This is an optimization exercise on Yosys and OpenROAD, whose aim is small area, not a production implementation.
In this exercise RTL edits were held to simulation tests only and were not proved equivalent to the original.
The clock input has no modelled driver; a real chip could not lean on it and would need a root buffer or a full tree.
Power and IR drop assume default switching activity.

== run A ==
==> flow/design.v <==
`timescale 1ns/1ps
module top
(
    input  wire i_clk,
    input  wire i_reset,
    input  wire i_uartRx,
    output wire o_uartTx
);
reg  [4:0] cnt;
wire       tick = &cnt;
wire       cnt0 = ~cnt[4] & ~cnt[1] & ~cnt[0];      
always @(posedge i_clk)
    if (i_reset | tick) cnt <= 5'd12;
    else                cnt <= cnt + 5'd1;
reg  [3:0] rm;
reg  [3:0] rs;
wire       r_idle = (rm == 4'd1);
wire       r_bnd  = tick & (rs == 4'd15);
wire       sample = r_bnd & rm[3];
wire       done   = r_bnd & (rm == 4'd0) & i_uartRx;
always @(posedge i_clk) begin
    if (i_reset)
        rm <= 4'd1;
    else if (r_idle) begin
        if (~i_uartRx) rm <= 4'd7;
    end
    else if (r_bnd)
        rm <= rm + 4'd1;
    if (r_idle & ~i_uartRx) rs <= 4'd8;
    else if (tick)          rs <= rs + 4'd1;
end
reg  [1:0] ph;
reg  [3:0] st;           
reg  [7:0] A;            
reg  [7:0] R;            
reg  [2:0] cls;          
reg        X;            
wire ph0   = (ph == 2'b00);
wire ph1   = (ph == 2'b01);
wire ph2   = (ph == 2'b11);
wire ph3   = (ph == 2'b10);
wire txsh  = cnt0 & (st == 4'd0) & (ph0 | (ph3 & ~X));
wire comp  = ph3 & st[3];
wire SH    = ~cls[2] & cls[0];
wire a = A[0];
wire b = R[0];
wire cy = R[7] & (st[2:0] != 3'd0);
reg  f;
always @(*) begin
    case (cls)
        3'b100:  f = a & b;
        3'b101:  f = a | b;
        3'b110:  f = a ^ b;
        3'b111:  f = ~(a | b);
        default: f = a ^ b ^ cy;     
    endcase
end
wire ai   = a ^ cls[1];
wire cout = (ai & b) | (ai & cy) | (b & cy);
wire [2:0] j = st[2:0];
wire shwin = j[2] | (j[1] & j[0]) |
             (j == 3'd2 & ~cnt[4]) |
             (j == 3'd1 & ~cnt[4] & ~cnt[1]) |
             (j == 3'd0 & cnt0);
wire [5:0] op = R[5:0];
wire op_sh = (op[5:1] == 5'b00001);
wire op_ar = op[5] & ~op[4] & ~op[3] & ~(~op[2] & op[0]);
wire op_ok = op_sh | op_ar;
wire [2:0] op_cls = op_ar ? op[2:0] : {~op_sh, op_sh & op[0], op_sh};
always @(posedge i_clk) begin
    if (i_reset) begin
        ph <= 2'd0;
        A  <= 8'hff;
        X  <= 1'b1;
    end
    else begin
        if (done)
            ph <= {ph[0], ~ph[1]};
        else if (txsh & ph3)
            ph <= 2'd0;
        if (sample & ph1)
            A <= {i_uartRx & op_ok, A[7:1]};    
        else if (txsh)
            A <= {1'b1, A[7:1]};
        else if (comp & ~SH & tick)
            A <= {f, A[7:1]};
        else if (comp & SH & b & shwin)
            A <= {cls[1] & A[7], A[7:1]};
        if (ph3 & (cnt == 5'd17))          
            X <= 1'b0;
        else if (txsh)
            X <= A[0];
    end
    if (done & ph2)  st <= 4'd0;
    else if (tick)   st <= st + 4'd1;
    if ((sample & ~ph1) | (comp & tick))
        R <= {comp ? cout : i_uartRx, R[7:1]};
    if (done & ph1)
        cls <= op_cls;
end
assign o_uartTx = X;
endmodule
clock: 10.0 ns
lec_check: 0
cap_margin: 20
core_margin: 2
core_utilization: 40
gpl_timing_driven: 0
slew_margin: 20
standard.sh (not shown) runs the stock make flow with config.mk's settings and CLKGATE_MAP_FILE= SYNTH_SCRIPT=/design/flow/synth_recipe.tcl, a recipe that flattens the netlist after the stock synthesis.
==> flow/flow/run.sh <==
#!/bin/bash
# Own flow: the standard layout with these changes.
#  - synthesis: ABC maps the logic with area-oriented scripts and keeps the
#    smallest mapping (flow/synth.tcl); the registers are those of the
#    standard synthesis.
#  - clock tree: the clock port drives four clock buffers, each driving the
#    clock pins of one quarter of the registers (flow/pre_cts.tcl).
#  - port buffers: every input and output port gets a buf_1 buffer.
# Each tool's output goes to a log file in this folder.
set -euo pipefail
W=$(pwd)
export PRE_CTS_TCL=$W/flow/pre_cts.tcl
export CLK_LEAF_BUF=sky130_fd_sc_hd__clkbuf_4
export CLK_LEAF_SPLITS=2
export BUFFER_PORTS_ARGS="-buffer_cell sky130_fd_sc_hd__buf_1"
# synthesis: standard.sh's make command with our synthesis script
sed "s#$W/synth_recipe.tcl#$W/flow/synth.tcl#" standard.sh > synth_step.sh
grep -q "$W/flow/synth.tcl" synth_step.sh
bash synth_step.sh synth > synth.log 2>&1
# the rest of the standard layout (synthesis results are up to date)
bash standard.sh > layout.log 2>&1
Other scripts of this flow, unchanged in this note and not shown: flow/flow/pre_cts.tcl, flow/flow/synth.tcl
Changes in run C relative to run A:
--- a/flow/design.v
+++ b/flow/design.v
@@ -36,8 +36,8 @@
 reg  [2:0] cls;          
 reg        X;            
-wire ph0   = (ph == 2'b00);
-wire ph1   = (ph == 2'b01);
-wire ph2   = (ph == 2'b11);
-wire ph3   = (ph == 2'b10);
+wire ph0   = (ph == 2'd0);
+wire ph1   = (ph == 2'd1);
+wire ph2   = (ph == 2'd2);
+wire ph3   = (ph == 2'd3);
 wire txsh  = cnt0 & (st == 4'd0) & (ph0 | (ph3 & ~X));
 wire comp  = ph3 & st[3];
@@ -76,5 +76,5 @@
     else begin
         if (done)
-            ph <= {ph[0], ~ph[1]};
+            ph <= ph + 2'd1;
         else if (txsh & ph3)
             ph <= 2'd0;
Findings:
Compared with run A, in run C flip-flop and latch share of the layout cell area +0.32 points; full die area went down. Summary of run C over run A: final critical-path setup slack up 110 ps, number of fill cells dropped 8, global-route met1 utilization moved down, global-route usage shows a reduction of 1.1 points. Total routed wire length on the met1 layer: run A and run C compared, lower one is run A. On worst setup slack after placement: between run A and run C, it ends up higher for run C. Required time of the critical path was lower in the run labelled run C. Synthesized area ends up lower on run C. Between run A and run C, the minimum period implied by the final worst setup slack is lower for run C. Compared run C vs run A, and global placer's final weighted congestion is down in run C.
No run of this note takes its clock network from TritonCTS; it comes from the design's own scripts or RTL.

* * *

== run 1 ==
Another version of the RTL of top (not shown whole).
Size: about 160 cells after synthesis, about 1600 µm² of cells after synthesis.
==> module top, before the edit <==
module top
(
    input  wire i_clk,
    input  wire i_reset,
    input  wire i_uartRx,
    output wire o_uartTx
);
reg  [4:0] cnt;
wire       tick = &cnt;
wire       cnt0 = ~cnt[4] & ~cnt[1] & ~cnt[0];      
always @(posedge i_clk)
    if (i_reset | tick) cnt <= 5'd12;
    else                cnt <= cnt + 5'd1;
reg  [3:0] rm;
reg  [3:0] rs;
wire       r_idle = (rm == 4'd1);
wire       r_bnd  = tick & (rs == 4'd15);
wire       sample = r_bnd & rm[3];
wire       done   = r_bnd & (rm == 4'd0) & i_uartRx;
always @(posedge i_clk) begin
    if (i_reset)
        rm <= 4'd1;
    else if (r_idle) begin
        if (~i_uartRx) rm <= 4'd7;
    end
    else if (r_bnd)
        rm <= rm + 4'd1;
    if (r_idle & ~i_uartRx) rs <= 4'd8;
    else if (tick)          rs <= rs + 4'd1;
end
reg  [1:0] ph;
reg  [3:0] st;           
reg  [7:0] A;            
reg  [7:0] R;            
reg  [2:0] cls;          
reg        X;            
wire ph0   = (ph == 2'd0);
wire ph1   = (ph == 2'd1);
wire ph2   = (ph == 2'd2);
wire ph3   = (ph == 2'd3);
wire txsh  = cnt0 & (st == 4'd0) & (ph0 | (ph3 & ~X));
wire comp  = ph3 & st[3];
wire SH    = ~cls[2] & cls[0];
wire a = A[0];
wire b = R[0];
wire cy = R[7] & (st[2:0] != 3'd0);
reg  f;
always @(*) begin
    case (cls)
        3'b100:  f = a & b;
        3'b101:  f = a | b;
        3'b110:  f = a ^ b;
        3'b111:  f = ~(a | b);
        default: f = a ^ b ^ cy;     
    endcase
end
wire ai   = a ^ cls[1];
wire cout = (ai & b) | (ai & cy) | (b & cy);
wire [2:0] j = st[2:0];
wire shwin = j[2] | (j[1] & j[0]) |
             (j == 3'd2 & ~cnt[4]) |
             (j == 3'd1 & ~cnt[4] & ~cnt[1]) |
             (j == 3'd0 & cnt0);
wire [5:0] op = R[5:0];
wire op_sh = (op[5:1] == 5'b00001);
wire op_ar = op[5] & ~op[4] & ~op[3] & ~(~op[2] & op[0]);
wire op_ok = op_sh | op_ar;
wire [2:0] op_cls = op_ar ? op[2:0] : {~op_sh, op_sh & op[0], op_sh};
always @(posedge i_clk) begin
    if (i_reset) begin
        ph <= 2'd0;
        A  <= 8'hff;
        X  <= 1'b1;
    end
    else begin
        if (done)
            ph <= ph + 2'd1;
        else if (txsh & ph3)
            ph <= 2'd0;
        if (sample & ph1)
            A <= {i_uartRx & op_ok, A[7:1]};    
        else if (txsh)
            A <= {1'b1, A[7:1]};
        else if (comp & ~SH & tick)
            A <= {f, A[7:1]};
        else if (comp & SH & b & shwin)
            A <= {cls[1] & A[7], A[7:1]};
        if (ph3 & X & (cnt == 5'd17))      
            X <= 1'b0;
        else if (txsh)
            X <= A[0];
    end
    if (done & ph2)  st <= 4'd0;
    else if (tick)   st <= st + 4'd1;
    if ((sample & ~ph1) | (comp & tick))
        R <= {comp ? cout : i_uartRx, R[7:1]};
    if (done & ph1)
        cls <= op_cls;
end
assign o_uartTx = X;
endmodule
==> flow/config.mk <==
export PLATFORM = sky130hd
export DESIGN_NAME = top
export DESIGN_NICKNAME = top
export VERILOG_FILES = /design/flow/design.v
export SDC_FILE = /design/flow/constraint.sdc
export NUM_CORES = 4
export LEC_CHECK = 0
export CAP_MARGIN = 20
export CORE_MARGIN = 2
export CORE_UTILIZATION = 40
export GPL_TIMING_DRIVEN = 0
export SLEW_MARGIN = 20
==> flow/constraint.sdc <==
create_clock -name core_clock -period 10.0 [get_ports {i_clk}]
set_input_delay 2.0000 -clock core_clock [delete_from_list [all_inputs] [get_ports {i_clk}]]
set_output_delay 2.0000 -clock core_clock [all_outputs]
set_load 0.01 [all_outputs]
Scripts as last shown in full above: flow/flow/run.sh
Other scripts of this flow, unchanged in this note and not shown: flow/flow/pre_cts.tcl, flow/flow/synth.tcl
Run 1 | status: complete | timing, DRC, antenna: pass
Edits applied to the flow inputs when going from run 1 to run 3:
diff --git a/flow/design.v b/flow/design.v
--- a/flow/design.v
+++ b/flow/design.v
@@ -7,10 +7,10 @@
     output wire o_uartTx
 );
 reg  [4:0] cnt;
-wire       tick = &cnt;
-wire       cnt0 = ~cnt[4] & ~cnt[1] & ~cnt[0];      
+wire       tick = cnt[4] & cnt[1] & cnt[0];        
+wire       cnt0 = (cnt == 5'd0);
 always @(posedge i_clk)
-    if (i_reset | tick) cnt <= 5'd12;
+    if (i_reset | tick) cnt <= 5'd0;
     else                cnt <= cnt + 5'd1;
 reg  [3:0] rm;
 reg  [3:0] rs;
@@ -59,8 +59,8 @@
 wire cout = (ai & b) | (ai & cy) | (b & cy);
 wire [2:0] j = st[2:0];
 wire shwin = j[2] | (j[1] & j[0]) |
-             (j == 3'd2 & ~cnt[4]) |
-             (j == 3'd1 & ~cnt[4] & ~cnt[1]) |
+             (j == 3'd2 & cnt[4:2] == 3'd0) |
+             (j == 3'd1 & cnt[4:1] == 4'd0) |
              (j == 3'd0 & cnt0);
 wire [5:0] op = R[5:0];
 wire op_sh = (op[5:1] == 5'b00001);
@@ -86,7 +86,7 @@
             A <= {f, A[7:1]};
         else if (comp & SH & b & shwin)
             A <= {cls[1] & A[7], A[7:1]};
-        if (ph3 & X & (cnt == 5'd17))      
+        if (ph3 & X & (cnt[3:0] == 4'd5))      
             X <= 1'b0;
         else if (txsh)
             X <= A[0];
Notes after the runs:
- Looking only at fraction of area in multi-input gates, and setting everything else aside, the lower value of run 3 and run 1 goes to run 3.
- Run 1 → run 3: combinational fraction of design power shows a reduction of 2.7 points; cell area after placement lost about 0.53%; final worst setup slack -0.24 ns; clock power share has increased.
No run of this note takes its clock network from TritonCTS; it comes from the design's own scripts or RTL.

## what the ideal ports hide
The flow's constraints put no driver on any port. The routed layouts listed below were extracted and timed again, unchanged, in two steps. Step 1, drivers: a clkbuf_16 drives i_clk and a buf_2 each remaining input, both assumed. Step 2 adds t to the input delays and takes it off the output delays; t is the mean of the earliest and latest rising clock arrival at the registers after step 1. Input paths then give back, and output paths get back, about the clock's delay inside the block. a / b / c = ideal ports / drivers / drivers and shift; a / b = the first two.
| run | t (ns) | setup slack, ns | slew at the worst register clock pin (ns) |
|---|---|---|---|
| run A | 0.199 | 6.887 / 6.906 / 6.707 | 0.10 / 0.10 |
| run C | 0.205 | 7.001 / 7.027 / 6.823 | 0.10 / 0.10 |
| run 1 | 0.198 | 6.744 / 6.765 / 6.567 | 0.10 / 0.10 |
| run 3 | 0.196 | 6.500 / 6.518 / 6.322 | 0.10 / 0.10 |
After both steps setup and hold are still met in every run listed. For run A, which loses most, drivers alone change the setup slack by +0.019 ns; drivers and shift together by -0.180 ns.
